Background: an optimization exercise with open tools, aiming at small area and a short achievable clock period. Do not read the settings as production practice. Function was checked by simulation only, so behaviour that the tests miss may differ from the original. Power is estimated from default activity; no workload was simulated.

==> flow/config.mk <==
export PLATFORM = sky130hd
export DESIGN_NAME = Processor
export DESIGN_NICKNAME = Processor
export VERILOG_FILES = /design/flow/design.v
export SDC_FILE = /design/flow/constraint.sdc
export NUM_CORES = 4
export LEC_CHECK = 0
export CAP_MARGIN = 20
export CORE_MARGIN = 2
export CORE_UTILIZATION = 40
export PLACE_DENSITY = 0.6
export SLEW_MARGIN = 20
==> flow/design.v <==
module Register #(parameter W=16, RST=0)(clk, rst, w_enable, D, Q);
    input clk;
    input rst;
    input w_enable;
    input [W-1:0] D;
    output reg[W-1:0] Q;
    always @(posedge clk) begin
        if (rst) Q <= RST; 
        else if(w_enable) Q <= D;
    end
endmodule 
module Buffer #(parameter W=16)(clk, rst, w_enable, D, Q);
    input clk;
    input rst;
    input w_enable;
    input [W-1:0] D;
    output reg[W-1:0] Q;
    always @(posedge clk) begin
        if (rst) Q <= 0; 
        else if(w_enable) Q <= D;
    end
endmodule
module Register_neg #(parameter W=16, RST=0)(clk, rst, w_enable, D, Q);
    input clk;
    input rst;
    input w_enable;
    input [W-1:0] D;
    output reg[W-1:0] Q;
    always @(negedge clk) begin
        if (rst) Q <= RST; 
        else if(w_enable) Q <= D;
    end
endmodule 
module regFile #(parameter W=16 ) (clk, rst, regWrite, WD, WA, src, dst, Rsrc, Rdst);
    localparam N=3;
    input clk;
    input rst;
    input regWrite;
    input [W-1:0] WD;
    input [N-1:0] WA;
    input [N-1:0] src;
    input [N-1:0] dst;
    output [W-1:0] Rsrc;
    output [W-1:0] Rdst;
    integer i;
    reg [W-1:0] reg_file [2**N-1:0];
    assign Rsrc = reg_file[src];
    assign Rdst = reg_file[dst];
    always @(negedge clk) begin
        if (rst) begin
            for (i = 0; i < 2**N; i=i+1) begin
                reg_file[i] <= 0;
            end
        end
        else if(regWrite) reg_file[WA] <= WD; 
    end
endmodule
module signExtend (in, out);
  input [15:0] in;
  output [31:0] out;
  assign out = (in[15] == 1) ? {16'b1111111111111111, in} : {16'b0000000000000000, in};
endmodule
module HDU (src_F_D, dst_F_D, dst_D_E, MEM_READ, F_D_ENB, PC_ENB, FLUSH_LOAD_USE, HAZARD_POP);
    input [2:0] src_F_D, dst_F_D, dst_D_E;
    input MEM_READ, HAZARD_POP;
    output F_D_ENB, PC_ENB, FLUSH_LOAD_USE;
    wire load_use;
    assign load_use = MEM_READ && ((dst_D_E == src_F_D) || (dst_D_E == dst_F_D)) && HAZARD_POP;
    assign F_D_ENB = load_use? 0: 1;
    assign PC_ENB = load_use? 0: 1;
    assign FLUSH_LOAD_USE = load_use? 1: 0;
endmodule
module FU (src, dst, dst_MEM, dst_WB, WB_MEM, WB_WB, EX_SP_W, MEM_SP_W, WB_SP_W, sel_src, sel_dst);
  input [2:0] src, dst, dst_MEM, dst_WB;
  input WB_MEM, WB_WB, MEM_SP_W, WB_SP_W, EX_SP_W;
  output reg [1:0] sel_src, sel_dst;
  always @ (*) begin
    if(src == dst_MEM && WB_MEM || EX_SP_W && MEM_SP_W) sel_src = 2'b10;  
    else if(src == dst_WB && WB_WB) sel_src = 2'b01;  
    else if(EX_SP_W && WB_SP_W) sel_src = 2'b11;  
    else sel_src = 2'b00;  
    if(dst == dst_MEM && WB_MEM ) sel_dst = 2'b10;  
    else if(dst == dst_WB && WB_WB) sel_dst = 2'b01;  
    else sel_dst = 2'b00;  
  end
endmodule
module Control_Unit (opcode,interrupt,inst_before_call,inter_state_before,ret_state_before,reti_state_before,f_d_buffer_enable,pc_enable,flush,jump_sel,MEM_signals,EX_signals,WB_signals,inter_state_after,ret_state_after,reti_state_after, out_signal);
    localparam NOP =6'b000000;
    localparam SETC=6'b000001;
    localparam CLRC=6'b000010;
    localparam NOT =6'b000011;
    localparam INC =6'b000100;
    localparam DEC =6'b000101;
    localparam PUSH=6'b111100;
    localparam POP =6'b110001;
    localparam ADD =6'b010111;
    localparam SUB =6'b011000; 
    localparam AND =6'b011001;
    localparam OR  =6'B011010;
    localparam MOV =6'b010110;
    localparam SHL =6'b011011;  
    localparam SHR =6'b011111;
    localparam LDM =6'b010010;
    localparam LDD =6'b010011;
    localparam STD =6'b010100;
    localparam JZ  =6'b100000;
    localparam JN  =6'b100001;
    localparam JC  =6'b100010;
    localparam JMP =6'b100100;
    localparam OUT =6'b001100;
    localparam IN  =6'b110011;
    localparam CALL=6'b100101;
    localparam RET =6'b100110;
    localparam RETI=6'b100111;
    localparam NO_INTERRUPT =2'b00;
    localparam PUSH_FLAGS =2'b01;
    localparam PUSH_1 =2'b10;
    localparam NO_RET  =3'b000;
    localparam POP_1_RET =3'b001;
    localparam POP_2_RET =3'b010;
    localparam NOP1_RET =3'b011;
    localparam NOP2_RET =3'b100;
    localparam NOP3_RET=3'b101;
    localparam NO_RETI  =3'b000;
    localparam POP_FLAGS =3'b001;
    localparam POP_1_RETI =3'b010;
    localparam POP_2_RETI =3'b011;
    localparam NOP1_RETI =3'b100;
    localparam NOP2_RETI =3'b101;
    input [5:0] opcode;
    input interrupt,inst_before_call;
    input [1:0] inter_state_before;
    input [2:0] ret_state_before,reti_state_before;
    output reg f_d_buffer_enable,pc_enable,flush;
    output reg [1:0]jump_sel;
    output reg [6:0] MEM_signals;  
    output reg [12:0] EX_signals;   
    output reg [5:0] WB_signals;   
    output reg out_signal;
    output reg [1:0] inter_state_after;
    output reg [2:0] ret_state_after,reti_state_after;
    always @(*) begin
        f_d_buffer_enable=0; pc_enable=0; flush=0; jump_sel=2'b00;
        MEM_signals=7'b0; EX_signals=13'b0; WB_signals=6'b0; out_signal=1'b0;
        inter_state_after=2'b00; ret_state_after=3'b000; reti_state_after=3'b000;
        if( |inter_state_before || interrupt)   
        begin
          ret_state_after=3'b000;
          reti_state_after=3'b000;
        case(inter_state_before)    
         NO_INTERRUPT:begin
         inter_state_after=2'b01;
         f_d_buffer_enable=0;
         pc_enable=0;
         flush=0;
         jump_sel=2'b00;
        EX_signals=13'b0000111011001;
         MEM_signals=7'b0111010;
         WB_signals=6'b100000;
        out_signal = 1'b0;
         end
         PUSH_FLAGS:begin             
        inter_state_after=2'b10;
        f_d_buffer_enable=0;
        pc_enable=1;
        flush=0;
        jump_sel=2'b10;
        EX_signals=13'b0000111011001;
        MEM_signals=7'b0111100;
        WB_signals=6'b100000;
        out_signal = 1'b0;
         end
         PUSH_1:begin                   
        inter_state_after=2'b00;
        f_d_buffer_enable=1;
        pc_enable=1;
        flush=0;
        jump_sel=2'b00;
        EX_signals=13'b0000111011001;
        MEM_signals=7'b0111011;
        WB_signals=6'b100000;
        out_signal = 1'b0;
         end
        endcase
        end
        else if( |ret_state_before || opcode==RET)    
        begin
        reti_state_after=3'b000;   
        inter_state_after=2'b00; 
        case(ret_state_before)
        NO_RET:begin       
        ret_state_after=3'b001;
        f_d_buffer_enable=0;
        pc_enable=0;
        flush=0;
        jump_sel=2'b00;
        EX_signals=13'b0000110111001;
        MEM_signals=7'b1010000;
        WB_signals=6'b101100;  
        out_signal = 1'b0;
       end
       POP_1_RET:begin     
        ret_state_after=3'b010;
        f_d_buffer_enable=0;
        pc_enable=0;
        flush=0;
        jump_sel=2'b00;
        EX_signals=13'b0000110111001;
        MEM_signals=7'b1010000;
        WB_signals=6'b101110;  
        out_signal = 1'b0;
       end
       POP_2_RET:begin      
        ret_state_after=3'b011;
        f_d_buffer_enable=0;
        pc_enable=0;
        flush=0;
        jump_sel=2'b00;
        EX_signals=13'b0000000000000;
        MEM_signals=7'b0000000;
        WB_signals=6'b000000;
        out_signal = 1'b0;
       end
       NOP1_RET:begin    
        ret_state_after=3'b100;
        f_d_buffer_enable=0;
        pc_enable=0;
        flush=0;
        jump_sel=2'b00;
        EX_signals=13'b0000000000000;
        MEM_signals=7'b0000000;
        WB_signals=6'b000000;
        out_signal = 1'b0;
       end
       NOP2_RET:begin     
        ret_state_after=3'b101;
        f_d_buffer_enable=0;
        pc_enable=1;
        flush=0;
        jump_sel=2'b11;
        EX_signals=13'b0000000000000;
        MEM_signals=7'b0000000;
        WB_signals=6'b000000;
        out_signal = 1'b0;
       end
        NOP3_RET:begin    
        ret_state_after=3'b000;
        f_d_buffer_enable=1;
        pc_enable=1;
        flush=0;
        jump_sel=2'b00;
        EX_signals=13'b0000000000000;
        MEM_signals=7'b0000000;
        WB_signals=6'b000000;
        out_signal = 1'b0;
       end
        endcase
        end
        else if( |reti_state_before || opcode==RETI)    
        begin
        ret_state_after=3'b000;
        inter_state_after=2'b00;
         case(reti_state_before)
        NO_RETI:begin      
        reti_state_after=3'b010;
        f_d_buffer_enable=0;
        pc_enable=0;
        flush=0;
        jump_sel=2'b00;
        EX_signals=13'b0000110111001;
        MEM_signals=7'b1010000;
        WB_signals=6'b101101;
        out_signal = 1'b0;
        end
        POP_1_RETI:begin       
        reti_state_after=3'b011;
        f_d_buffer_enable=0;
        pc_enable=0;
        flush=0;
        jump_sel=2'b00;
        EX_signals=13'b0000110111001;
        MEM_signals=7'b1010000;
        WB_signals=6'b101111;
        out_signal = 1'b0;
        end
        POP_2_RETI:begin    
        reti_state_after=3'b001;
        f_d_buffer_enable=0;
        pc_enable=0;
        flush=0;
        jump_sel=2'b00;
        EX_signals=13'b0000110111001;
        MEM_signals=7'b1010000;
        WB_signals=6'b111000;
        out_signal = 1'b0;
        end
        POP_FLAGS:begin    
        reti_state_after=3'b100;
        f_d_buffer_enable=0;
        pc_enable=0;
        flush=0;
        jump_sel=2'b00;
        EX_signals=13'b0000000000000;
        MEM_signals=7'b0000000;
        WB_signals=6'b000000;
        out_signal = 1'b0;
        end
        NOP1_RETI:begin     
        reti_state_after=3'b101;
        f_d_buffer_enable=0;
        pc_enable=1;
        flush=0;
        jump_sel=2'b11;
        EX_signals=13'b0000000000000;
        MEM_signals=7'b0000000;
        WB_signals=6'b000000;
        out_signal = 1'b0;
        end
        NOP2_RETI:begin    
        reti_state_after=3'b000;
        f_d_buffer_enable=1;
        pc_enable=1;
        flush=0;
        jump_sel=2'b00;
        EX_signals=13'b0000000000000;
        MEM_signals=7'b0000000;
        WB_signals=6'b000000;
        out_signal = 1'b0;
        end
        endcase
        end
        else if(inst_before_call)   
        begin 
        ret_state_after=3'b000;
        reti_state_after=3'b000;
        inter_state_after=2'b00;
        f_d_buffer_enable=1;
        pc_enable=1;
        flush=0;
        jump_sel=2'b00;
        EX_signals=13'b0000111011001;
        MEM_signals=7'b0111101;
        WB_signals=6'b100000;
        out_signal = 1'b0;
        end
        else 
        begin  
        ret_state_after=3'b000;
        reti_state_after=3'b000;
        inter_state_after=2'b00; 
        f_d_buffer_enable=1;
        pc_enable=1;
        flush=0; 
        case (opcode)
            NOP: begin                  
        jump_sel=2'b00;
        EX_signals=13'b0000000000000;
        MEM_signals=7'b0000000;
        WB_signals=6'b000000;
        out_signal = 1'b0;
            end
            SETC:begin         
        jump_sel=2'b00;
        EX_signals=13'b0000101000011;
        MEM_signals=7'b0000000;
        WB_signals=6'b000000;
        out_signal = 1'b0;
            end
            CLRC:begin          
        jump_sel=2'b00;
        EX_signals=13'b0000101100011;
        MEM_signals=7'b0000000;
        WB_signals=6'b000000;
        out_signal = 1'b0;
            end
            NOT: begin         
        jump_sel=2'b00;
        EX_signals=13'b0000010100011;
        MEM_signals=7'b0000000;
        WB_signals=6'b000001;
        out_signal = 1'b0;
            end
            INC:begin            
        jump_sel=2'b00;
        EX_signals=13'b0000000000011;
        MEM_signals=7'b0000000;
        WB_signals=6'b000001;
        out_signal = 1'b0;
            end
            DEC:begin       
        jump_sel=2'b00;
        EX_signals=13'b0000000100011;
        MEM_signals=7'b0000000;
        WB_signals=6'b000001;
        out_signal = 1'b0;
            end
            PUSH:begin          
        jump_sel=2'b00;
        EX_signals=13'b0000111011001;
        MEM_signals=7'b0111001;
        WB_signals=6'b100000;
        out_signal = 1'b0;
            end
            POP:begin        
        jump_sel=2'b00;
        EX_signals=13'b0000110111001;
        MEM_signals=7'b1010000;
        WB_signals=6'b101001;
        out_signal = 1'b0;
            end
            ADD: begin              
        jump_sel=2'b00;
        EX_signals=13'b0000001000011;
        MEM_signals=7'b0000000;
        WB_signals=6'b000001;
        out_signal = 1'b0;
            end
            SUB:begin         
        jump_sel=2'b00;
        EX_signals=13'b0000001100011;
        MEM_signals=7'b0000000;
        WB_signals=6'b000001;
        out_signal = 1'b0;
            end
            AND:begin           
        jump_sel=2'b00;
        EX_signals=13'b0000011100011;
        MEM_signals=7'b0000000;
        WB_signals=6'b000001;
        out_signal = 1'b0;
            end
            OR:begin           
        jump_sel=2'b00;
        EX_signals=13'b0000011000011;
        MEM_signals=7'b0000000;
        WB_signals=6'b000001;
        out_signal = 1'b0;
            end
            MOV:begin           
        jump_sel=2'b00;
        EX_signals=13'b0000010000001;
        MEM_signals=7'b0000000;
        WB_signals=6'b000001;
        out_signal = 1'b0;
            end
            SHL:begin              
        jump_sel=2'b00;
        EX_signals=13'b0000100000111;
        MEM_signals=7'b0000000;
        WB_signals=6'b000001;
        out_signal = 1'b0;
            end
            SHR:begin            
        jump_sel=2'b00;
        EX_signals=13'b0000100100111;
        MEM_signals=7'b0000000;
        WB_signals=6'b000001;
        out_signal = 1'b0;
            end
            LDM: begin                
        flush=1;
        jump_sel=2'b00;
        EX_signals=13'b0000010010001;
        MEM_signals=7'b0000000;
        WB_signals=6'b000001;
        out_signal = 1'b0;
            end
            LDD:begin           
        jump_sel=2'b00;
        EX_signals=13'b0000000000000;
        MEM_signals=7'b1000000;
        WB_signals=6'b001001;
        out_signal = 1'b0;
            end
            STD: begin       
        jump_sel=2'b00;
        EX_signals=13'b0000000000000;
        MEM_signals=7'b0101000;
        WB_signals=6'b000000;
        out_signal = 1'b0;
            end
            JZ:begin               
        jump_sel=2'b00;
        EX_signals=13'b0010000000000;
        MEM_signals=7'b0000000;
        WB_signals=6'b000000;    
        out_signal = 1'b0;
            end
            JN:begin                  
        jump_sel=2'b00;
        EX_signals=13'b0100101000000;
        MEM_signals=7'b0000000;
        WB_signals=6'b000000;       
        out_signal = 1'b0;
            end
            JC:begin                   
        jump_sel=2'b00;
        EX_signals=13'b0110101000000;
        MEM_signals=7'b0000000;
        WB_signals=6'b000000;
        out_signal = 1'b0;
            end
            JMP:begin               
        flush=1;
        jump_sel=2'b01;
        EX_signals=13'b1000101000000;
        MEM_signals=7'b0000000;
        WB_signals=6'b000000;
        out_signal = 1'b0;
            end
            OUT:begin              
        jump_sel=2'b00;
        EX_signals=13'b0000110000001;
        MEM_signals=7'b0000000;
        WB_signals=6'b000000;
        out_signal = 1'b1;
            end
            IN:begin             
        jump_sel=2'b00;
        EX_signals=13'b0000010001001;
        MEM_signals=7'b0000000;
        WB_signals=6'b000001;
        out_signal = 1'b0;
            end
            CALL:begin          
        f_d_buffer_enable=0;
        jump_sel=2'b01; 
        EX_signals=13'b0001111011001;
        MEM_signals=7'b0111110;
        WB_signals=6'b100000;
        out_signal = 1'b0;
            end
                default: begin  
        jump_sel=2'b00;
        EX_signals=13'b0000000000000;
        MEM_signals=7'b0000000;
        WB_signals=6'b000000;
        out_signal = 1'b0;
            end
        endcase
        end
    end
endmodule
module Decode(
     clk, rst,
     opcode,interrupt,inst_before_call,src,dst,
     regWrite, WD, WA, Rsrc, Rdst, MEM_signals, EX_signals, 
     WB_signals,flush,branch_signal,detection_signal,sp,sp_value,sp_write_enable, f_d_buffer_enable, pc_enable, jump_sel, out_signal,HAZARD_POP,ret_state_before);
  localparam W = 16;
  localparam N = 3;
  localparam STACK_START = 2**11-1;
  localparam NO_RET  =3'b000;
  localparam NO_RTI  =3'b000;
  input clk, rst, regWrite, interrupt,inst_before_call,sp_write_enable;  
  input [W-1:0] WD;  
  input [5:0] opcode;
  input [N-1:0] src; 
  input [N-1:0] dst;
  input [2:0] WA; 
  input branch_signal;
  input detection_signal;
  input [15:0]sp_value; 
  output [6:0] MEM_signals;   
  output [12:0] EX_signals;
  output [5:0] WB_signals;   
  output [W-1:0]  Rsrc, Rdst;
  output [15:0]sp; 
  output flush;
  output f_d_buffer_enable, pc_enable;
  output [1:0] jump_sel;
  output out_signal;
  output HAZARD_POP;
  output [2:0] ret_state_before;
  wire [1:0] inter_state_before, inter_state_after; 
  wire [2:0] ret_state_before,ret_state_after; 
  wire [2:0] reti_state_before, reti_state_after;
  wire [6:0] MEM_signals_in;   
  wire [12:0] EX_signals_in;
  wire [5:0] WB_signals_in; 
  wire [31:0]sp_total;
  wire [31:0] out;
  wire sel;
Register  #(3)return_state(clk, rst, 1'b1, ret_state_after, ret_state_before);
Register  #(2)interrupt_state(clk, rst, 1'b1, inter_state_after, inter_state_before);
Register  #(3)return_interrupt_state(clk, rst, 1'b1, reti_state_after, reti_state_before);
signExtend signextended(sp_value, out);
Register_neg  #(32, STACK_START)sp_reg(clk, rst, sp_write_enable, out, sp_total);
assign sp=sp_total[15:0];
assign sel = branch_signal || detection_signal;
assign EX_signals  = sel ? 13'b0000000000000 : EX_signals_in;  
assign MEM_signals = sel ? 7'b0000000 : MEM_signals_in;         
assign WB_signals  = sel ? 6'b000000 : WB_signals_in;           
    Control_Unit cu(opcode,interrupt,inst_before_call,inter_state_before,ret_state_before,reti_state_before,f_d_buffer_enable,pc_enable,flush,jump_sel,MEM_signals_in,EX_signals_in,WB_signals_in,inter_state_after,ret_state_after,reti_state_after, out_signal);
    regFile regFile_inst(clk, rst, regWrite, WD, WA, src, dst, Rsrc, Rdst);
    assign HAZARD_POP = (ret_state_before == NO_RET) && (reti_state_before == NO_RTI);
endmodule
module fetch #(parameter W=16)(clk, rst, Rdst_D, Rdst_E, WD, BRANCH, FLUSH, PC_ENB, POP_L_H, JUMP_SEL, imem_data, instr, imm, pc, pc_1, ret_address);
    localparam START_ADDRESS = 2**5;  
    localparam ISR = 32'b0;  
    localparam NOP = 16'b0;
    input clk, rst, BRANCH, FLUSH, PC_ENB;
    input [1:0] JUMP_SEL, POP_L_H;
    input [W-1:0] Rdst_D, Rdst_E, WD;
    input [W-1:0] imem_data;  
    output [W-1:0] instr, imm;
    output [2*W-1:0] pc, pc_1;
    output [31:0] ret_address;
    wire [2:0] pc_select;
    wire [2*W-1:0] pop_in;
    reg  [2*W-1:0] pc_in;
    assign pc_select = BRANCH? 3'b100: {1'b0, JUMP_SEL};
    assign  pop_in = (POP_L_H[0] == 1'b0)? {WD, 16'b0}: {ret_address[31:16], WD};
    Register_neg #(2*W) pc_pop (clk, rst, POP_L_H[1], pop_in, ret_address);
    always @(*) begin
        case (pc_select)
            3'd0: pc_in = pc_1;
            3'd1: pc_in = {16'b0, Rdst_D};
            3'd2: pc_in = ISR;
            3'd3: pc_in = ret_address;
            3'd4: pc_in = {16'b0, Rdst_E};
            default: pc_in = 32'b0;
        endcase
    end
    Register #(2*W, START_ADDRESS) pc_inst(clk, rst, PC_ENB, pc_in, pc);
    assign pc_1 = pc+1;
    assign instr = (FLUSH || BRANCH)? NOP: imem_data;
    assign imm = imem_data;
endmodule
module ALU(
           input [15:0] A,B,                         
           input ALU_EN,                             
           input [3:0] Function_Control,             
           input [3:0] shiftamount,                  
           input [2:0] flags_old,
           output [15:0] ALU_Out,                    
           output CarryOut,NegativeFlag,ZeroFlag     
    );
           localparam INC =4'b0000;   
           localparam DEC =4'b0001;   
           localparam ADD =4'b0010;   
           localparam SUB =4'b0011;   
           localparam MOV =4'b0100;   
           localparam NOT =4'b0101;   
           localparam OR = 4'b0110;   
           localparam AND =4'b0111;   
           localparam SHL =4'b1000;   
           localparam SHR =4'b1001;   
           localparam SETC=4'b1010;   
           localparam CLC =4'b1011;
              localparam OUT  = 4'b1100;
              localparam INC_SP= 4'b1101;
              localparam DEC_SP=4'b1110;
    reg [16:0] ALU_Result;
    reg carry;
    reg negativeFlag;
    reg zeroflag;
    always @(*)
    begin
        ALU_Result=17'b0; carry=1'b0; negativeFlag=1'b0; zeroflag=1'b0;  
        if(ALU_EN==1)
        begin
            carry=1'b0;
            negativeFlag=1'b0;
            zeroflag=1'b0;
            case(Function_Control)
              SETC: 
                begin
                  ALU_Result = 17'b0;
                  carry = 1;
                  negativeFlag=flags_old[1];
                  zeroflag=flags_old[0];
                end
              CLC: 
                begin
                  ALU_Result = 17'b0;
                  carry = 0;
                  negativeFlag=flags_old[1];
                  zeroflag=flags_old[0];
                end
              INC: 
                begin
                  ALU_Result = B + 1;
                  carry = ALU_Result[16];
                  zeroflag=( !ALU_Result[15:0] ) ? 1 : 0;
                end
              DEC: 
                begin
                  ALU_Result = B - 1;
                  negativeFlag = ALU_Result[16];
                  zeroflag=( !ALU_Result[15:0] ) ? 1 : 0; 
                end
              INC_SP: 
                begin
                  ALU_Result = A + 1;
                end
              DEC_SP: 
                begin
                  ALU_Result = A - 1;
                end
              ADD: 
                begin
                  ALU_Result = A + B;
                  carry=ALU_Result[16];
                  zeroflag=( !ALU_Result[15:0] ) ? 1 : 0;
                end
              SUB: 
                begin
                  ALU_Result = A - B;
                  negativeFlag = ALU_Result[16];
                  zeroflag=( !ALU_Result[15:0] ) ? 1 : 0;
                end
              NOT: 
                begin
                  ALU_Result = ~B;
                  zeroflag=( !ALU_Result[15:0] ) ? 1 : 0;
                end
              MOV: 
                begin
                  ALU_Result = A;
                  zeroflag=( !ALU_Result[15:0] ) ? 1 : 0;
                end
              AND: 
                begin
                  ALU_Result = A & B;
                  negativeFlag = ALU_Result[16];
                  zeroflag=( !ALU_Result[15:0] ) ? 1 : 0;
                end
              OR: 
                begin
                  ALU_Result = A | B;
                  negativeFlag = ALU_Result[16];
                  zeroflag=( !ALU_Result[15:0] ) ? 1 : 0;
                end
              SHL:  
                begin
                  carry = A[15];  
                  ALU_Result = A <<< shiftamount ;   
                  negativeFlag = ALU_Result[16];
                  zeroflag=( !ALU_Result[15:0] ) ? 1 : 0;
                end
              SHR:  
                begin
                  carry = A[0]; 
                  ALU_Result = A >>> shiftamount ;  
                  negativeFlag = ALU_Result[16];
                  zeroflag=( !ALU_Result[15:0] ) ? 1 : 0;
                end
              OUT: 
                begin
                  ALU_Result = B;
                end
              default:begin
                ALU_Result= 17'b0;
              end
          endcase
        end
        else begin
           ALU_Result=17'b0;
        end
    end
    assign ALU_Out = ALU_Result[15:0];  
    assign NegativeFlag = negativeFlag;
    assign ZeroFlag = zeroflag;  
    assign CarryOut = carry;  
endmodule
module ExecuteStage (clk,rst,EX,FU_Src_Sel,FU_Dst_Sel,flags_wb,Rsrc,Rdst,shiftamount,Immediate,SP_Low,IN_PORT,ALU_After_E_M,WB,ALU_MW,ALU_Result,flags_out,SP_Before, A, B,f_in);
localparam W = 16;
localparam Rsrc_M1=2'b00;
localparam IN_M1=2'b01;
localparam Imm_M1=2'b10;
localparam sp_M1=2'b11;
localparam Rdst_M2=1'b0;
localparam shamt_M2=1'b1;
localparam Mux_output=2'b00;
localparam wb=2'b01;
localparam ALU_out_after_E_M = 2'b10;
localparam ALU_M_W = 2'b11;
input clk,rst;
input [12:0] EX;             
input [1:0] FU_Src_Sel;      
input [1:0] FU_Dst_Sel;      
input flags_wb;
input [W-1:0] Rsrc;
input [W-1:0] Rdst;
input [3:0] shiftamount;
input [W-1:0] Immediate;
input [W-1:0] SP_Low;
input [W-1:0] IN_PORT;
input [W-1:0] ALU_After_E_M;
input [W-1:0] WB;
input [W-1:0] ALU_MW;
output [W-1:0] ALU_Result;
output [2:0] flags_out;
output [W-1:0] SP_Before;
output [2:0] f_in;
wire [2:0] Flags;        
wire [2:0] f_out;
wire [2:0] f_in;
output reg [W-1:0] A;           
output reg [W-1:0] B;           
reg [W-1:0] M1_output;   
reg [W-1:0] M2_output;
always @(*) begin
    case(EX[4:3])   
        Rsrc_M1:
            begin
                M1_output = Rsrc;
            end
        IN_M1:
            begin
                M1_output = IN_PORT;
            end
        Imm_M1:
            begin
                M1_output = Immediate;
            end
        sp_M1:
            begin
                M1_output = SP_Low;
            end
        default:
            begin
                M1_output = Rsrc;
            end
    endcase
    case(EX[2])   
        Rdst_M2:
            begin
                M2_output = Rdst; 
            end
        shamt_M2:
            begin
                M2_output = {12'b000000000000,shiftamount};
            end   
        default:
            begin
                M2_output = Rdst;
            end
    endcase
    case(FU_Src_Sel)   
        Mux_output:
            begin
                A = M1_output; 
            end
        wb:
            begin
                A = WB;
            end   
        ALU_out_after_E_M:
            begin
                A = ALU_After_E_M;
            end
        ALU_M_W:
            begin
                A = ALU_MW;  
            end
        default:
            begin
                A = M1_output;
            end
    endcase
    case(FU_Dst_Sel)   
        Mux_output:
            begin
                B = M2_output; 
            end
        wb:
            begin
                B = WB;
            end   
        ALU_out_after_E_M:
            begin
                B = ALU_After_E_M;
            end
        default:
            begin
                B = M2_output;
            end
    endcase
end
ALU ourALU(A,B,EX[0],EX[8:5],shiftamount,f_out,ALU_Result,Flags[2],Flags[1],Flags[0]);
Register_neg #(3) flags_inst(clk, rst, EX[1] || flags_wb, f_in, f_out);
assign f_in=(flags_wb)? WB[2:0] : Flags;
assign flags_out = f_out;
assign SP_Before = A;
endmodule
module Branch (branch_type,flags,branch);
localparam JZ = 3'b001;
localparam JN = 3'b010;
localparam JC = 3'b011;
input [2:0] branch_type;
input [2:0] flags;
output branch;
wire C,N,Z;
assign {C,N,Z} = flags;
assign branch=(branch_type==JZ && Z || branch_type==JN && N || branch_type==JC && C )? 1'b1 : 1'b0;
endmodule
module Memo (MEM_READ, MEM_WRITE, MEM_ADDR_SEL, MEM_DATA_SEL, Rsrc, Rdst, ALU, sp, pc, pc_plus, flags, dmem_rdata, dmem_re, dmem_we, dmem_addr, dmem_wdata, RD);
    localparam W = 16;
    input MEM_READ, MEM_WRITE;
    input [1:0] MEM_ADDR_SEL;
    input [2:0] MEM_DATA_SEL, flags;
    input [W-1:0] Rsrc, Rdst, ALU, sp;
    input [2*W-1:0] pc, pc_plus;
    input [W-1:0] dmem_rdata;
    output dmem_re, dmem_we;
    output [10:0] dmem_addr;
    output [W-1:0] dmem_wdata;
    output [W-1:0] RD;
    reg [W-1:0] WA, WD;
    always @(*) begin
        case (MEM_ADDR_SEL)
            2'd0: WA = Rsrc;
            2'd1: WA = Rdst;
            2'd2: WA = ALU;
            default: WA = sp;
        endcase
        case (MEM_DATA_SEL)
            3'd0: WD = Rsrc;
            3'd1: WD = Rdst;
            3'd2: WD = {13'b0, flags};
            3'd3: WD = pc[31:16];
            3'd4: WD = pc[15:0];
            3'd5: WD = pc_plus[31:16];
            3'd6: WD = pc_plus[15:0];
            default: WD = 16'b0;
        endcase
    end
    assign dmem_re    = MEM_READ;
    assign dmem_we    = MEM_WRITE & ~MEM_READ;
    assign dmem_addr  = WA[10:0];
    assign dmem_wdata = WD;
    assign RD         = dmem_rdata;
endmodule
module Processor(clk, rst, interrupt, in_port, imem_addr, imem_data, dmem_re, dmem_we, dmem_addr, dmem_wdata, dmem_rdata, out_valid, out_port);
    localparam W = 16;
    localparam N = 3;
    localparam SIZE = 11;
    localparam EX_SIGS_SIZE = 13;
    localparam MEM_SIGS_SIZE = 7;
    localparam WB_SIGS_SIZE = 6;
    localparam F_D_SIZE = 6*W + 1 + 1;
    localparam D_E_SIZE = 9*W + EX_SIGS_SIZE + MEM_SIGS_SIZE + WB_SIGS_SIZE + 10 + 1;
    localparam E_M_SIZE = 8*W + MEM_SIGS_SIZE + WB_SIGS_SIZE + 6 + 1;
    localparam M_W_SIZE = 2*W + WB_SIGS_SIZE + 3 + 1;
    input clk, rst, interrupt;
    input [W-1: 0] in_port;
    output [31:0] imem_addr;    
    input  [W-1:0] imem_data;   
    output dmem_re, dmem_we;    
    output [SIZE-1:0] dmem_addr;
    output [W-1:0] dmem_wdata;
    input  [W-1:0] dmem_rdata;  
    output out_valid;
    output [W-1:0] out_port;
    wire [2:0] ret_state_before;
    wire [31:0] ret_address;
    wire [2:0] FLAGS_OLD;
    wire F_D_ENB_CU, PC_ENB_CU, FLUSH_LOAD_USE;
    wire ALU_EN, FLAGS_EN, CALL, MEM_READ, MEM_WRITE, WB_SEL, REG_WRITE, SP_WRITE, FLAGS_WRITE;
    wire FLUSH, BRANCH, PC_ENB, F_D_ENB;
    wire RDST_SEL;
    wire [1:0] RSRC_SEL, MEM_ADDR_SEL, POP_L_H, JUMP_SEL;
    wire [2:0] BRANCH_TYPE, MEM_DATA_SEL;
    wire [3:0] ALU_OP;
    wire [EX_SIGS_SIZE-1:0] EX_signals, EX_signals_1;   
    wire [MEM_SIGS_SIZE-1:0] MEM_signals, MEM_signals_1, MEM_signals_2;
    wire [WB_SIGS_SIZE-1:0] WB_signals, WB_signals_1, WB_signals_2, WB_signals_3;
    wire out_signal, out_signal_1, out_signal_2, out_signal_3;
    wire interrupt_1;
    wire [W-1:0] instr;
    wire [5:0] opcode;
    wire [3:0] shamt, shamt_1, shamt_2;
    wire [N-1:0] src, src_1; 
    wire [N-1:0] dst, dst_1, dst_2, dst_3;
    wire [W-1:0] Rsrc, Rdst, Rsrc_1, Rdst_1, Rsrc_2, Rdst_2, Rsrc_3, Rdst_3;
    wire [W-1:0] imm, imm_1, imm_2, in_port_1,in_port_2;
    wire [W-1:0] sp, sp_1, sp_2,sp_3;
    wire [2*W-1:0] pc, pc_1, pc_2, pc_3, pc_plus, pc_plus_1, pc_plus_2, pc_plus_3;
    wire [W-1:0] ALU_out, ALU_out_1, ALU_out_2;
    wire [2:0] flags, flags_1;
    wire [W-1:0] RD, RD_1, WD;
    wire [2:0] WA; 
    wire [F_D_SIZE-1:0] Fetch_in, Fetch_out;
    wire [D_E_SIZE-1:0] Decode_in, Decode_out;
    wire [E_M_SIZE-1:0] Execute_in, Execute_out;
    wire [M_W_SIZE-1:0] Memory_in, Memory_out;
    wire [1:0] FU_src_sel;
    wire [1:0] FU_dst_sel;
    wire HAZARD_POP;
    fetch FetchStage(clk, rst, Rdst, Rdst_1, WD, BRANCH, FLUSH, PC_ENB && PC_ENB_CU , POP_L_H, JUMP_SEL, imem_data, instr, imm, pc, pc_plus,ret_address);
    assign imem_addr = pc;
    assign Fetch_in = {interrupt, instr, pc, pc_plus, in_port};
    Buffer #(F_D_SIZE) F_D_buffer(clk, rst, F_D_ENB_CU && F_D_ENB, Fetch_in, Fetch_out);
    assign {interrupt_1, opcode, src, dst, shamt, pc_1, pc_plus_1, in_port_1} = Fetch_out;
    HDU hdu_inst(src, dst, dst_1, MEM_signals_1[6], F_D_ENB, PC_ENB, FLUSH_LOAD_USE,HAZARD_POP);
    Decode DecodeStage (clk, rst, opcode, interrupt_1, CALL, src, dst, REG_WRITE, WD, WA, Rsrc, Rdst, MEM_signals, EX_signals, WB_signals,
        FLUSH, BRANCH, FLUSH_LOAD_USE, sp, ALU_out_2, SP_WRITE, F_D_ENB_CU, PC_ENB_CU, JUMP_SEL, out_signal,HAZARD_POP,ret_state_before);
    assign Decode_in = {MEM_signals, EX_signals, WB_signals, Rsrc, Rdst, src, dst, shamt, imm, sp, in_port_1, pc_1, pc_plus_1, out_signal};
    Buffer #(D_E_SIZE) D_E_buffer(clk, rst, 1'b1, Decode_in, Decode_out);
    assign  {MEM_signals_1, EX_signals_1, WB_signals_1, Rsrc_1, Rdst_1, src_1, dst_1, shamt_1, imm_1, sp_1, in_port_2, pc_2, pc_plus_2, out_signal_1} = Decode_out;
    assign {BRANCH_TYPE, CALL, ALU_OP, RSRC_SEL, RDST_SEL, FLAGS_EN, ALU_EN} = EX_signals_1;
    ExecuteStage letsCompute (clk, rst, EX_signals_1, FU_src_sel, FU_dst_sel, FLAGS_WRITE, Rsrc_1, Rdst_1, shamt_1, imm_1, sp_1, in_port_2, ALU_out_1, WD,ALU_out_2,ALU_out, flags,sp_2, Rsrc_2, Rdst_2,FLAGS_OLD);
    Branch jmp_Handler(BRANCH_TYPE,flags,BRANCH);
    FU fu (src_1, dst_1, dst_2, WA, WB_signals_2[0], REG_WRITE, WB_signals_1[5], WB_signals_2[5], SP_WRITE, FU_src_sel, FU_dst_sel);
    assign Execute_in = {MEM_signals_1, WB_signals_1, Rsrc_2, Rdst_2, dst_1, ALU_out, flags, sp_2, pc_2, pc_plus_2, out_signal_1};
    Buffer #(E_M_SIZE) E_M_buffer(clk, rst, 1'b1, Execute_in, Execute_out);
    assign {MEM_signals_2, WB_signals_2, Rsrc_3, Rdst_3, dst_2, ALU_out_1, flags_1, sp_3, pc_3, pc_plus_3, out_signal_2} = Execute_out;
    assign {MEM_READ, MEM_WRITE, MEM_ADDR_SEL, MEM_DATA_SEL} = MEM_signals_2;
    Memo memoryStage (MEM_READ, MEM_WRITE, MEM_ADDR_SEL, MEM_DATA_SEL, Rsrc_3, Rdst_3, ALU_out_1, sp_3, pc_3, pc_plus_3, flags_1, dmem_rdata, dmem_re, dmem_we, dmem_addr, dmem_wdata, RD);
    assign Memory_in = {WB_signals_2, RD, ALU_out_1, dst_2, out_signal_2};
    Buffer #(M_W_SIZE) M_E_buffer(clk, rst, 1'b1, Memory_in, Memory_out);
    assign {WB_signals_3, RD_1, ALU_out_2, WA, out_signal_3} = Memory_out;
    assign {SP_WRITE, FLAGS_WRITE, WB_SEL, POP_L_H, REG_WRITE} = WB_signals_3;
    assign WD = WB_SEL ? RD_1 : ALU_out_2;
    assign out_valid = out_signal_3;
    assign out_port = out_signal_3? WD: 16'b0;
endmodule
==> flow/constraint.sdc <==
create_clock -name core_clock -period 12.0 [get_ports {clk}]
set_input_delay 2.4000 -clock core_clock [delete_from_list [all_inputs] [get_ports {clk}]]
set_output_delay 2.4000 -clock core_clock [all_outputs]
set_load 0.01 [all_outputs]
==> flow/run.sh <==
#!/bin/bash
# synth_recipe.tcl (not shown) runs the flow's synth.tcl, then flattens the netlist and writes it again
# the make line also repeats each setting of config.mk as NAME=value (left out here)
make -C /OpenROAD-flow-scripts/flow DESIGN_CONFIG=/design/flow/config.mk WORK_HOME=/design/flow/orfs CLKGATE_MAP_FILE= SYNTH_SCRIPT=/design/flow/synth_recipe.tcl finish
==> results.cfg <==
[clock_network]
cts_tree = built
cts_made_buffers = 78
cts_buffer_depth = 3
clkTransAtPathRegs_ns = 0.07
cts-root-buf = clkbuf_16
worstSkewPairLatency_ns = 0.67
clock-sinks = 687
ctsResizeCount = 0
cts_hold_buf = 0
post_cts_buffers = 0
htreeDepth = 3

[worst_setup_path]
path_common_cell = a21oi_1
crit-reg2reg-launch = D_E_buffer.Q[120]
path_buf_inv = 3
crit_slowest_cell = fa_1
cpPeakStageDelay_ns = 0.52
end_kind = register
start_kind = register
path_class = reg -> reg
crit_fanout = 13
path_cells = xor2_2 > o41ai_4 > buf_4 > and2_1 > a2111oi_4 > buf_4 > inv_1 > fa_1 > a21o_1 > a21oi_1 > o21ai_0 > a21oi_1 > o221ai_1 > a41oi_1 > o21bai_1 > a21oi_1 > o21ai_0 > a221oi_1 > a211oi_1
crit_start = D_E_buffer.Q[120]
cp.required_ns = 6.50
path_delay_family = compound AO/OA/AOI/OAI gates
arrival_ns = 5.93

[synthesis]
synthCells = 3616
synth_top_cell_by_area = dfxtp_1
synth.most_common_cell = dfxtp_1
synthDistinctLibCells = 104
synth_commonest_cells = 559 x dfxtp_1, 481 x nor2_1, 295 x nand2_1
ys_ff_latch = 687
synthFlopType = dfxtp_1
async_flop_share = 0
synth_nets = 3747
syn_area_um2 = 34300
ys.warnings.count = 17
synthTopCellsByArea = dfxtp_1 33%, edfxtp_1 11%, mux4_2 6.2%, nor2b_1 5.4%, nor2_1 5.3%
syn_avg_cell_area_um2 = 9.47
yosys.area.top_type_share = 0.327
synth_edf_count = 128
ys_seq_area_frac = 0.439

[final_layout]
area_growth_pct = 16.9
nets = 3960
drive_gt1_frac = 0.113
final_util = 0.471

[drt]
vias_per_cell = 5.74
wl_mm = 131
antenna_left = 0
first_iter_violations = 3270
drt_first_pass_iters = 6
wl_per_cell_um = 26.0
via_count = 28900
drc = 0

[placement]
place_congestion = 1.06
portBuffers = 128
hpwl_mm = 95.5

[die]
die_w_um = 297
initial_utilization = 0.403
die_area_um2 = 88000
die_y_um = 297
rows = 107
core_region_area_um2 = 85000
io_pins = 129

[worst_hold_path]
hold_start = D_E_buffer.Q[50]
hold_path.class = reg -> reg

[flow_run]
drv_cap = 0

[timing]
hold_viol = 0
setup_viol_count_final = 0
rsz0062_at_grt = no
worst_slew_pin_slew_ns = 1.16
maxSlewHeadroom = 0.228
finClkSkew_ns = 0.0722
tns_ns = 0
maxSlewViolCount = 0

[grt]
antenna_found_initial = 8
grt_overflow = 0
grt_max_degree = 145
grt_pass1_vias = 27700
grt_pass1_wl_mm = 190
grtUsageTotal = 0.295

[power]
clkPwrFrac = 0.387
swShare = 0.341
p_seq_frac = 0.371
power_leakage_nw = 15.5
switchingPower_mw = 2.38
p_int_mw = 4.60
vdd_drop_max_mv = 0.106
comb_power_share = 0.242
power_density_nw_per_um2 = 174

[outcome]
status = timing/DRC/antenna clean
==> flip-flops by register name, summed over array words and instances (netlist names), named ones only <==
name / count
E_M_buffer.Q: 129
DecodeStage.interrupt_state.Q: 2
DecodeStage.return_state.Q: 3
D_E_buffer.Q: 178
letsCompute.flags_inst.Q: 3
FetchStage.pc_pop.Q: 32
F_D_buffer.Q: 97
DecodeStage.return_interrupt_state.Q: 3
FetchStage.pc_inst.Q: 32
M_E_buffer.Q: 42
DecodeStage.sp_reg.Q: 16
DecodeStage.regFile_inst.reg_file: 128
==> power groups by stage <==
stage | Clock [mW] | Combinational [mW] | Sequential, mW
floorplan | 0.0893 | 1.06 | 2.57
detailed placement | 0.0893 | 1.64 | 2.63
global route | 2.87 | 1.78 | 2.60
global placement | 0.0893 | 1.66 | 2.63
CTS | 2.73 | 1.65 | 2.59
finish | 2.70 | 1.69 | 2.59
==> layer usage <==
layer  GRT usage  wire length [µm]  vias up
met1       0.394             54700    14000
met5           0                14        -
met2       0.458             59000     1335
met3      0.0536             10100      314
met4       0.146              6980        2
li1            -                 -    13300
==> layout make-up <==
cell class | instances | area (µm²)
Sequential cell | 687 | 15000
Inverter | 80 | 303
Tap cell | 1144 | 1430
Clock inverter | 227 | 1190
Clock buffer | 95 | 2160
Timing Repair Buffer | 240 | 2140
Antenna cell | 1 | 2.50
Multi-Input combinational cell | 2563 | 17800
Fill cell | 8171 | 45000
==> cells in the final DEF, fill, tap and decap left out, types with 20 or more instances in the layout <==
master	Yosys	layout
a22oi_1	50	50
dfxtp_1	559	556
nand3_1	57	57
mux4_2	94	94
edfxtp_1	128	128
xnor2_1	78	78
clkbuf_16	0	81
o21ai_0	106	106
a221oi_1	44	44
nor2b_1	293	292
a211oi_1	68	68
mux2_2	28	28
nand4_1	30	30
a21oi_1	166	165
nor2_1	481	479
o221ai_1	23	23
buf_4	36	111
clkdlybuf4s50_1	0	127
nor3_1	72	68
ha_1	77	77
nor4_1	21	20
a31oi_1	23	21
o22ai_1	23	23
xor2_1	32	32
mux2i_1	140	134
and2_1	41	41
nand2b_1	30	30
nand2_1	295	295
inv_1	64	242
==> final timing paths <==
| path | slack, ns | endpoint | cells after the start |
|---|---|---|---|
| setup / recovery | 0.56 | letsCompute.flags_inst.Q[2] | 19 |
| hold / removal | 0.43 | E_M_buffer.Q[50] | 1 |
| hold reg to reg | 0.43 | E_M_buffer.Q[50] | 1 |
| setup reg to reg | 0.56 | letsCompute.flags_inst.Q[2] | 19 |
==> metrics by stage <==
stage / std cells / setup slack [ns] / power [mW] / area [µm²] / hold slack, ns
floorplan: 3616 / 1.23 / 3.72 / 34300 / 0.402
global placement: 4715 / 0.705 / 4.38 / 36700 / 0.417
detailed placement: 4715 / 0.716 / 4.36 / 36700 / 0.417
CTS: 5036 / 0.639 / 6.97 / 40000 / 0.430
global route: 5036 / 0.209 / 7.26 / 40000 / 0.450
finish: 5037 / 0.564 / 6.98 / 40000 / 0.427
==> cell families after synthesis <==
family          Yosys count  share of synthesized area
buf+inv                 366                     0.0455
flops                   687                      0.439
mux                     263                      0.113
compound gates          697                      0.143
simple gates           1407                      0.199
fa+ha+maj                80                     0.0299
xor+xnor                116                     0.0310
